Background: an optimization exercise with open tools, aiming at small area and a short achievable clock period. Do not read the settings as production practice.
Function was checked by simulation only, so behaviour that the tests miss may differ from the original.

==> flow/design.v (excerpt) <==
module filter(
    clock,
    reset,
    Data_In,
    Data_Out
    );
    input clock,
          reset;
    input  [7:0] Data_In;
    output [16:0] Data_Out;
    reg  [7:0] x1;
    reg  [7:0] x2;
    reg  [7:0] x3;
    reg  [7:0] x4;
    reg  [7:0] x5;
    reg  [7:0] x6;
    reg  [7:0] x7;
    reg  [7:0] x8;
    reg  [7:0] x9;
    reg  [7:0] x10;
    reg  [7:0] x11;
    reg  [7:0] x12;
    reg  [7:0] x13;
    reg  [7:0] x14;
    reg  [7:0] x15;
    reg  [7:0] x16;
    reg  [7:0] x17;
    reg  [7:0] x18;
    reg  [7:0] x19;
    reg  [7:0] x20;
    reg  [7:0] x21;
    reg  [7:0] x22;
    reg  [7:0] x23;
    reg  [7:0] x24;
    reg  [7:0] x25;
    reg  [7:0] x26;
    reg  [7:0] x27;
    reg  [7:0] x28;
    reg  [7:0] x29;
    reg  [7:0] x30;
    reg  [4:0] age;      
    reg  [16:0] S;       
    always @(posedge clock) begin
        x1 <= reset ? 8'd0 : Data_In;
        x2 <= x1;
        x3 <= x2;
        x4 <= x3;
        x5 <= x4;
        x6 <= x5;
        x7 <= x6;
        x8 <= x7;
        x9 <= (reset || age < 5'd8) ? 8'd0 : x8;
        x10 <= reset ? 8'd0 : x9;
        x11 <= reset ? 8'd0 : x10;
        x12 <= reset ? 8'd0 : x11;
        x13 <= reset ? 8'd0 : x12;
        x14 <= reset ? 8'd0 : x13;
        x15 <= reset ? 8'd0 : x14;
        x16 <= reset ? 8'd0 : x15;
        x17 <= reset ? 8'd0 : x16;
        x18 <= reset ? 8'd0 : x17;
        x19 <= reset ? 8'd0 : x18;
        x20 <= reset ? 8'd0 : x19;
        x21 <= x20;
        x22 <= x21;
        x23 <= x22;
        x24 <= x23;
        x25 <= x24;
        x26 <= x25;
        x27 <= x26;
        x28 <= (reset || age < 5'd27) ? 8'd0 : x27;
        x29 <= reset ? 8'd0 : x28;
        x30 <= reset ? 8'd0 : x29;
        if (reset) age <= 5'd0;
        else if (age != 5'd31) age <= age + 5'd1;
    end
    wire s1;
    wire c2;
    wire s4;
    wire c5;
    wire s7;
    wire c8;
    wire s10;
    wire c11;
    wire s13;
  ...
clock: 12.5 ns
lec_check: 0
abc_clock_period_in_ps: 3000
cap_margin: 20
core_margin: 2
core_utilization: 75
place_density: 0.85
slew_margin: 20
synth_hierarchical: 1
standard.sh (not shown) runs the stock make flow with config.mk's settings and CLKGATE_MAP_FILE= SYNTH_SCRIPT=/design/flow/synth_recipe.tcl, a recipe that flattens the netlist after the stock synthesis.
==> flow/flow/run.sh <==
#!/bin/bash
# The standard layout (standard.sh) with four changes:
#  - synthesis runs flow/synth.tcl: synth_recipe.tcl, except that adder cells
#    are not extracted inside the output adder's small modules;
#  - the port buffers are sky130_fd_sc_hd__buf_2 cells;
#  - timing repair aims for more setup slack than config.mk may ask for;
#  - clock tree synthesis uses clkbuf_16 clusters of up to 30 sinks and
#    inserts no dummy loads.
# Logs: standard.log here; ORFS's own logs under orfs/logs.
set -euo pipefail
export SETUP_SLACK_MARGIN=5.62
export CTS_ARGS="-sink_clustering_enable -repair_clock_nets -dont_use_dummy_load -sink_clustering_size 30 -sink_clustering_max_diameter 80 -buf_list sky130_fd_sc_hd__clkbuf_16"
export BUFFER_PORTS_ARGS="-buffer_cell sky130_fd_sc_hd__buf_2"
sed "s#SYNTH_SCRIPT=[^ ]*#SYNTH_SCRIPT=$PWD/flow/synth.tcl#" standard.sh > own_standard.sh
grep -q "SYNTH_SCRIPT=$PWD/flow/synth.tcl" own_standard.sh
bash own_standard.sh > standard.log 2>&1
==> flow/flow/synth.tcl <==
# synth_recipe.tcl (the standard synthesis), except that full and half adder
# cells are extracted only in filter, fir_fa and fir_ha: the one-cell modules,
# of the output adder and its fir_pg* modules are left to ABC as they are.
proc synth {args} { yosys synth -nofsm -noshare {*}$args }
proc extract_fa {args} { yosys extract_fa {*}$args filter fir_fa fir_ha }
source $::env(SCRIPTS_DIR)/synth.tcl
# left out here: clear keep_hierarchy, flatten, clean up, hide names made inside functions, write 1_2_yosys.v
Change:
--- a/flow/flow/run.sh
+++ b/flow/flow/run.sh
@@ -9,5 +9,5 @@
 # Logs: standard.log here; ORFS's own logs under orfs/logs.
 set -euo pipefail
-export SETUP_SLACK_MARGIN=5.62
+export SETUP_SLACK_MARGIN=5.5
 export CTS_ARGS="-sink_clustering_enable -repair_clock_nets -dont_use_dummy_load -sink_clustering_size 30 -sink_clustering_max_diameter 80 -buf_list sky130_fd_sc_hd__clkbuf_16"
 export BUFFER_PORTS_ARGS="-buffer_cell sky130_fd_sc_hd__buf_2"
- CORE_UTILIZATION: 75 -> 85
- PLACE_DENSITY: 0.85 -> 0.93
What happened: With this change the flow did not get past global routing (5_1_grt) with GRT-0232. Area after synthesis stays the same. Synthesized cell count does not change.

static timing again, ports no longer ideal:
Ports are ideal in the flow. The routed layout listed here was re-timed in OpenROAD.
Step 1 sets driving cells, clkbuf_16 on the clock port and buf_2 on the other inputs (assumed; they add their load-dependent delay and slew).
Step 2 also shifts input and output timing later by t, the mid clock arrival at the registers, as if the neighbouring blocks saw the same clock.
a / b / c = ideal / step 1 / step 2; a / b = the first two.
run: the first run
t (ns): 0.506
slack for setup (ns): 5.667 / 5.628 / 5.628
worst setup path after step 2: input to output
worst register clock-pin slew, ns: 0.11 / 0.11
worst data-port slew with drivers (ns): 0.07
After both steps the first run still meets setup and hold. The setup slack of the first run moves by -0.039 ns with the drivers and by -0.039 ns with both steps.
